Background: an optimization exercise with open tools, aiming at small area. Do not read the settings as production practice. Only simulation tests tie the RTL to the original design; equivalence was not proved. Power and IR drop assume default switching activity.

==> inputs of exp/sierra <==
==> flow/design.v (excerpt) <==
module iq_to_fifo_shifted #
(
    parameter iq_width = 56
)
(
    input wire axis_aclk,
    input wire aresetn,
    input [7:0] distance,
    input s00_axis_i48_tvalid,
    input [iq_width-1 : 0] s00_axis_i48_tdata,
    input s01_axis_q48_tvalid,
    input [iq_width-1 : 0] s01_axis_q48_tdata,
    input s02_axis_i48_sub_tvalid,
    input [iq_width-1 : 0] s02_axis_i48_sub_tdata,
    input s03_axis_q48_sub_tvalid,
    input [iq_width-1 : 0] s03_axis_q48_sub_tdata,
    input s04_axis_i96_tvalid,
    input [31 : 0] s04_axis_i96_tdata,
    input s05_axis_q96_tvalid,
    input [31 : 0] s05_axis_q96_tdata,
    input wire m00_axis_tready,
    output wire [31 : 0] m00_axis_tdata,
    output wire m00_axis_tlast,
    output reg m00_axis_tvalid
);
reg [iq_width-1:0] rx0i, rx0q, rx1i, rx1q;
reg [31:0] rts0i, rts0q, rts1i, rts1q;
reg busy;           
reg have48, have48s, have96;
reg step_96k;
wire collect = ~busy;
  ...
==> module iq_to_fifo_shifted, before the edit <==
module iq_to_fifo_shifted #
(
    parameter iq_width = 56
)
(
    input wire axis_aclk,
    input wire aresetn,
    input [7:0] distance,
    input s00_axis_i48_tvalid,
    input [iq_width-1 : 0] s00_axis_i48_tdata,
    input s01_axis_q48_tvalid,
    input [iq_width-1 : 0] s01_axis_q48_tdata,
    input s02_axis_i48_sub_tvalid,
    input [iq_width-1 : 0] s02_axis_i48_sub_tdata,
    input s03_axis_q48_sub_tvalid,
    input [iq_width-1 : 0] s03_axis_q48_sub_tdata,
    input s04_axis_i96_tvalid,
    input [31 : 0] s04_axis_i96_tdata,
    input s05_axis_q96_tvalid,
    input [31 : 0] s05_axis_q96_tdata,
    input wire m00_axis_tready,
    output wire [31 : 0] m00_axis_tdata,
    output wire m00_axis_tlast,
    output reg m00_axis_tvalid
);
reg [iq_width-1:0] rx0i, rx0q, rx1i, rx1q;
reg [31:0] rts0i, rts0q, rts1i, rts1q;
reg busy;           
reg have48, have48s, have96;
reg step_96k;
wire collect = ~busy;
always @(posedge axis_aclk) begin
    if (collect && s00_axis_i48_tvalid) begin
        rx0i <= s00_axis_i48_tdata;
        rx0q <= s01_axis_q48_tdata;
    end
    if (collect && s02_axis_i48_sub_tvalid) begin
        rx1i <= s02_axis_i48_sub_tdata;
        rx1q <= s03_axis_q48_sub_tdata;
    end
    if (collect && s04_axis_i96_tvalid && !step_96k) begin
        rts0i <= s04_axis_i96_tdata;
        rts0q <= s05_axis_q96_tdata;
    end
    if (collect && s04_axis_i96_tvalid && step_96k) begin
        rts1i <= s04_axis_i96_tdata;
        rts1q <= s05_axis_q96_tdata;
    end
end
always @(posedge axis_aclk) begin
    if (aresetn == 0) begin
        busy <= 0;
        m00_axis_tvalid <= 0;
        have48 <= 0;
        have48s <= 0;
        have96 <= 0;
        step_96k <= 0;
    end else if (collect) begin
        if (s00_axis_i48_tvalid) have48 <= 1;
        if (s02_axis_i48_sub_tvalid) have48s <= 1;
        if (s04_axis_i96_tvalid) begin
            step_96k <= ~step_96k;
            if (step_96k) have96 <= 1;
        end
        if (have48 && have48s && have96) busy <= 1;
    end else if (m00_axis_tready) begin
        if (!m00_axis_tvalid)
            m00_axis_tvalid <= 1;
        else if (m00_axis_tlast) begin
            m00_axis_tvalid <= 0;
            busy <= 0;
            have48 <= 0;
            have48s <= 0;
            have96 <= 0;
        end
    end
end
reg [3:0] wsel;
reg hi;
always @(posedge axis_aclk) begin
    if (!m00_axis_tvalid) begin
        wsel <= 4'b0001;
        hi <= 1'b0;
    end else if (m00_axis_tready) begin
        wsel <= {wsel[2:0], wsel[3]};
        if (wsel[3]) hi <= ~hi;
    end
end
assign m00_axis_tlast = hi & wsel[3];
wire [iq_width-1:0] sel56 = ({iq_width{wsel[0]}} & rx0i) | ({iq_width{wsel[1]}} & rx0q) |
                            ({iq_width{wsel[2]}} & rx1i) | ({iq_width{wsel[3]}} & rx1q);
wire c0 = ~distance[7] & ~distance[6] & ~distance[5];
wire c1 = ~distance[7] & ~distance[6] &  distance[5];
wire c2 = ~distance[7] &  distance[6] & ~distance[5];
wire [127:0] p = {40'b0, sel56, 32'b0};
wire [62:0] s5 = ({63{c0}} & p[62:0]) | ({63{c1}} & p[94:32]) | ({63{c2}} & p[126:64]);
wire [3:0] e;
assign e[0] = distance[4:3] == 2'd0;
assign e[1] = distance[4:3] == 2'd1;
assign e[2] = distance[4:3] == 2'd2;
assign e[3] = distance[4:3] == 2'd3;
wire [38:0] s3 = ({39{e[0]}} & s5[38:0]) | ({39{e[1]}} & s5[46:8]) |
                 ({39{e[2]}} & s5[54:16]) | ({39{e[3]}} & s5[62:24]);
wire [3:0] f;
assign f[0] = distance[2:1] == 2'd0;
assign f[1] = distance[2:1] == 2'd1;
assign f[2] = distance[2:1] == 2'd2;
assign f[3] = distance[2:1] == 2'd3;
wire [32:0] s1 = ({33{f[0]}} & s3[32:0]) | ({33{f[1]}} & s3[34:2]) |
                 ({33{f[2]}} & s3[36:4]) | ({33{f[3]}} & s3[38:6]);
wire g0 = ~hi & ~distance[0];
wire g1 = ~hi &  distance[0];
wire [3:0] h = {4{hi}} & wsel;
assign m00_axis_tdata = ({32{g0}} & s1[31:0]) | ({32{g1}} & s1[32:1]) |
                        ({32{h[0]}} & rts0i) | ({32{h[1]}} & rts0q) |
                        ({32{h[2]}} & rts1i) | ({32{h[3]}} & rts1q);
endmodule
clock: 5.0 ns
lec_check: 0
cap_margin: 0
core_margin: 2
core_utilization: 60
slew_margin: 0
standard.sh (not shown) runs the stock make flow with config.mk's settings and CLKGATE_MAP_FILE= SYNTH_SCRIPT=/design/flow/synth_recipe.tcl, a recipe that flattens the netlist after the stock synthesis.
==> flow/flow/run.sh <==
#!/bin/bash
# Standard layout (the standard.sh, all steps), with three changes:
#  - synthesis maps the logic with an area-oriented ABC script (abc_area_nf.script);
#    everything else in synthesis is the standard flow's own script;
#  - the port buffers are made from the smallest buffer cell;
#  - clock tree: larger sink clusters driven by clkbuf_8, no dummy loads.
set -euo pipefail
cat standard.sh > standard_sh_copy.log
export AREA_ABC_SCRIPT="$PWD/flow/abc_area_nf.script"
export BUFFER_PORTS_ARGS="-buffer_cell sky130_fd_sc_hd__buf_1"
export CTS_ARGS="-sink_clustering_enable -repair_clock_nets -dont_use_dummy_load -sink_clustering_size 20 -sink_clustering_max_diameter 45 -buf_list sky130_fd_sc_hd__clkbuf_8"
sed "s#SYNTH_SCRIPT=[^ ]*#SYNTH_SCRIPT=$PWD/flow/synth_area.tcl#" standard.sh > standard_area.sh
grep -q "SYNTH_SCRIPT=$PWD/flow/synth_area.tcl" standard_area.sh
bash standard_area.sh > standard.log 2>&1
==> flow/flow/abc_area_nf.script <==
&get -n
&st
&dch -f
&nf -R 1000
&put
==> flow/flow/synth_area.tcl <==
proc synth {args} { yosys synth -nofsm -noshare {*}$args }
# Map the logic with an area-oriented ABC script instead of ORFS's speed script.
proc abc {args} {
  set i [lsearch -exact $args -script]
  if { $i >= 0 && [string match {*/abc_*.script} [lindex $args [expr {$i + 1}]]] } {
    lset args [expr {$i + 1}] $::env(AREA_ABC_SCRIPT)
  }
  yosys abc {*}$args
}
source $::env(SCRIPTS_DIR)/synth.tcl
# left out here: clear keep_hierarchy, flatten, clean up, hide names made inside functions, write 1_2_yosys.v
==> inputs of exp/nickel, as changes to exp/sierra <==
--- a/flow/design.v
+++ b/flow/design.v
@@ -23,26 +23,32 @@
     output wire m00_axis_tlast,
     output reg m00_axis_tvalid
 );
-reg [iq_width-1:0] rx0i, rx0q, rx1i, rx1q;
+localparam SW = 44;    
+reg [SW-1:0] rx0i, rx0q, rx1i, rx1q;
 reg [31:0] rts0i, rts0q, rts1i, rts1q;
 reg busy;           
 reg have48, have48s, have96;
 reg step_96k;
 wire collect = ~busy;
+wire hiw = distance >= 8'd44;
+wire ld0 = collect & s00_axis_i48_tvalid;
+wire ld2 = collect & s02_axis_i48_sub_tvalid;
+wire ld4 = collect & s04_axis_i96_tvalid & ~step_96k;
+wire ld6 = collect & s04_axis_i96_tvalid & step_96k;
+wire la0 = ld0 & ~hiw, lb0 = ld0 & hiw;
+wire la2 = ld2 & ~hiw, lb2 = ld2 & hiw;
 always @(posedge axis_aclk) begin
-    if (collect && s00_axis_i48_tvalid) begin
-        rx0i <= s00_axis_i48_tdata;
-        rx0q <= s01_axis_q48_tdata;
-    end
-    if (collect && s02_axis_i48_sub_tvalid) begin
-        rx1i <= s02_axis_i48_sub_tdata;
-        rx1q <= s03_axis_q48_sub_tdata;
-    end
-    if (collect && s04_axis_i96_tvalid && !step_96k) begin
+    rx0i <= ({SW{la0}} & s00_axis_i48_tdata[SW-1:0]) | ({SW{lb0}} & s00_axis_i48_tdata[SW+11:12]) | ({SW{~ld0}} & rx0i);
+    rx0q <= ({SW{la0}} & s01_axis_q48_tdata[SW-1:0]) | ({SW{lb0}} & s01_axis_q48_tdata[SW+11:12]) | ({SW{~ld0}} & rx0q);
+    rx1i <= ({SW{la2}} & s02_axis_i48_sub_tdata[SW-1:0]) | ({SW{lb2}} & s02_axis_i48_sub_tdata[SW+11:12]) | ({SW{~ld2}} & rx1i);
+    rx1q <= ({SW{la2}} & s03_axis_q48_sub_tdata[SW-1:0]) | ({SW{lb2}} & s03_axis_q48_sub_tdata[SW+11:12]) | ({SW{~ld2}} & rx1q);
+end
+always @(posedge axis_aclk) begin
+    if (ld4) begin
         rts0i <= s04_axis_i96_tdata;
         rts0q <= s05_axis_q96_tdata;
     end
-    if (collect && s04_axis_i96_tvalid && step_96k) begin
+    if (ld6) begin
         rts1i <= s04_axis_i96_tdata;
         rts1q <= s05_axis_q96_tdata;
     end
@@ -87,29 +93,33 @@
     end
 end
 assign m00_axis_tlast = hi & wsel[3];
-wire [iq_width-1:0] sel56 = ({iq_width{wsel[0]}} & rx0i) | ({iq_width{wsel[1]}} & rx0q) |
-                            ({iq_width{wsel[2]}} & rx1i) | ({iq_width{wsel[3]}} & rx1q);
-wire c0 = ~distance[7] & ~distance[6] & ~distance[5];
-wire c1 = ~distance[7] & ~distance[6] &  distance[5];
-wire c2 = ~distance[7] &  distance[6] & ~distance[5];
-wire [127:0] p = {40'b0, sel56, 32'b0};
+wire [SW-1:0] sel56 = ({SW{wsel[0]}} & rx0i) | ({SW{wsel[1]}} & rx0q) |
+                            ({SW{wsel[2]}} & rx1i) | ({SW{wsel[3]}} & rx1q);
+wire [7:0] dd = hiw ? distance - 8'd12 : distance;
+reg c0, c1, c2, d0;
+reg [3:0] e, f;
+always @(posedge axis_aclk) begin
+    c0 <= ~dd[7] & ~dd[6] & ~dd[5];
+    c1 <= ~dd[7] & ~dd[6] &  dd[5];
+    c2 <= ~dd[7] &  dd[6] & ~dd[5];
+    e[0] <= dd[4:3] == 2'd0;
+    e[1] <= dd[4:3] == 2'd1;
+    e[2] <= dd[4:3] == 2'd2;
+    e[3] <= dd[4:3] == 2'd3;
+    f[0] <= dd[2:1] == 2'd0;
+    f[1] <= dd[2:1] == 2'd1;
+    f[2] <= dd[2:1] == 2'd2;
+    f[3] <= dd[2:1] == 2'd3;
+    d0 <= dd[0];
+end
+wire [127:0] p = {52'b0, sel56, 32'b0};
 wire [62:0] s5 = ({63{c0}} & p[62:0]) | ({63{c1}} & p[94:32]) | ({63{c2}} & p[126:64]);
-wire [3:0] e;
-assign e[0] = distance[4:3] == 2'd0;
-assign e[1] = distance[4:3] == 2'd1;
-assign e[2] = distance[4:3] == 2'd2;
-assign e[3] = distance[4:3] == 2'd3;
 wire [38:0] s3 = ({39{e[0]}} & s5[38:0]) | ({39{e[1]}} & s5[46:8]) |
                  ({39{e[2]}} & s5[54:16]) | ({39{e[3]}} & s5[62:24]);
-wire [3:0] f;
-assign f[0] = distance[2:1] == 2'd0;
-assign f[1] = distance[2:1] == 2'd1;
-assign f[2] = distance[2:1] == 2'd2;
-assign f[3] = distance[2:1] == 2'd3;
 wire [32:0] s1 = ({33{f[0]}} & s3[32:0]) | ({33{f[1]}} & s3[34:2]) |
                  ({33{f[2]}} & s3[36:4]) | ({33{f[3]}} & s3[38:6]);
-wire g0 = ~hi & ~distance[0];
-wire g1 = ~hi &  distance[0];
+wire g0 = ~hi & ~d0;
+wire g1 = ~hi &  d0;
 wire [3:0] h = {4{hi}} & wsel;
 assign m00_axis_tdata = ({32{g0}} & s1[31:0]) | ({32{g1}} & s1[32:1]) |
                         ({32{h[0]}} & rts0i) | ({32{h[1]}} & rts0q) |
==> flow/flow/run.sh (replaced) <==
#!/bin/bash
# Standard layout (the standard.sh, all steps), with three changes:
#  - synthesis maps the logic with an area-oriented ABC script (abc_area_nf.script);
#    everything else in synthesis is the standard flow's own script;
#  - the port buffers are made from the smallest buffer cell;
#  - clock tree: larger sink clusters driven by clkbuf_16, no dummy loads.
set -euo pipefail
cat standard.sh > standard_sh_copy.log
export AREA_ABC_SCRIPT="$PWD/flow/abc_area_nf.script"
export BUFFER_PORTS_ARGS="-buffer_cell sky130_fd_sc_hd__buf_1"
export CTS_ARGS="-sink_clustering_enable -repair_clock_nets -dont_use_dummy_load -sink_clustering_size 40 -sink_clustering_max_diameter 80 -buf_list sky130_fd_sc_hd__clkbuf_16"
sed "s#SYNTH_SCRIPT=[^ ]*#SYNTH_SCRIPT=$PWD/flow/synth_area.tcl#" standard.sh > standard_area.sh
grep -q "SYNTH_SCRIPT=$PWD/flow/synth_area.tcl" standard_area.sh
bash standard_area.sh > standard.log 2>&1
==> flow/flow/abc_area_nf.script (replaced) <==
&get -n
&st
&dch -f
&nf -R 1000
&put
strash
dch -f
amap -F 1000 -A 1000
- CORE_UTILIZATION: 60 -> 40
- SETUP_SLACK_MARGIN: unset -> 0.1
==> inputs of exp/pepper, as changes to exp/sierra <==
==> flow/flow/run.sh (replaced) <==
#!/bin/bash
# Standard layout, with the port buffers made from the smallest buffer cell.
cat standard.sh > standard_sh_copy.log
export BUFFER_PORTS_ARGS="-buffer_cell sky130_fd_sc_hd__buf_1"
bash standard.sh > standard.log 2>&1
- CAP_MARGIN: 0 -> 20
- CORE_UTILIZATION: 60 -> 40
- SLEW_MARGIN: 0 -> 20
removed: flow/flow/abc_area_nf.script
removed: flow/flow/synth_area.tcl
==> notes <==
- Between exp/nickel and exp/sierra, the lower non-clock buffer count is in exp/nickel (gap 5).
- exp/sierra ran to the end with no violations. exp/pepper completed without violations. exp/nickel completed without violations.
- Die area: exp/sierra < exp/nickel < exp/pepper.
- Against exp/nickel, the total power of exp/pepper is higher by about 28%.
- Area after synthesis: exp/nickel is lower than exp/sierra (about 6%).

[port drivers added, routing unchanged]
Ports are ideal in the flow. The routed layouts listed here were re-timed in OpenROAD. Step 1 sets driving cells, clkbuf_16 on the clock port and buf_2 on the other inputs (assumed; they add their load-dependent delay and slew). Step 2 also shifts input and output timing later by t, the mid clock arrival at the registers, as if the neighbouring blocks saw the same clock. Slacks: ideal / step 1 / step 2; pairs: ideal / step 1.
| run | t (ns) | setup slack, ns | hold WS [ns] | worst setup path at the end |
|---|---|---|---|---|
| exp/sierra | 0.576 | 0.157 / 0.109 / 0.148 | 0.463 / 0.463 / 0.463 | input to output |
| exp/nickel | 0.556 | 0.232 / 0.180 / 0.737 | 0.458 / 0.458 / 0.458 | register to output |
| exp/pepper | 0.603 | 0.171 / 0.119 / 0.125 | 0.474 / 0.474 / 0.474 | input to output |
After both steps every run listed still meets setup and hold. For exp/pepper, which loses most, drivers alone change the setup slack by -0.052 ns; drivers and shift together by -0.046 ns.
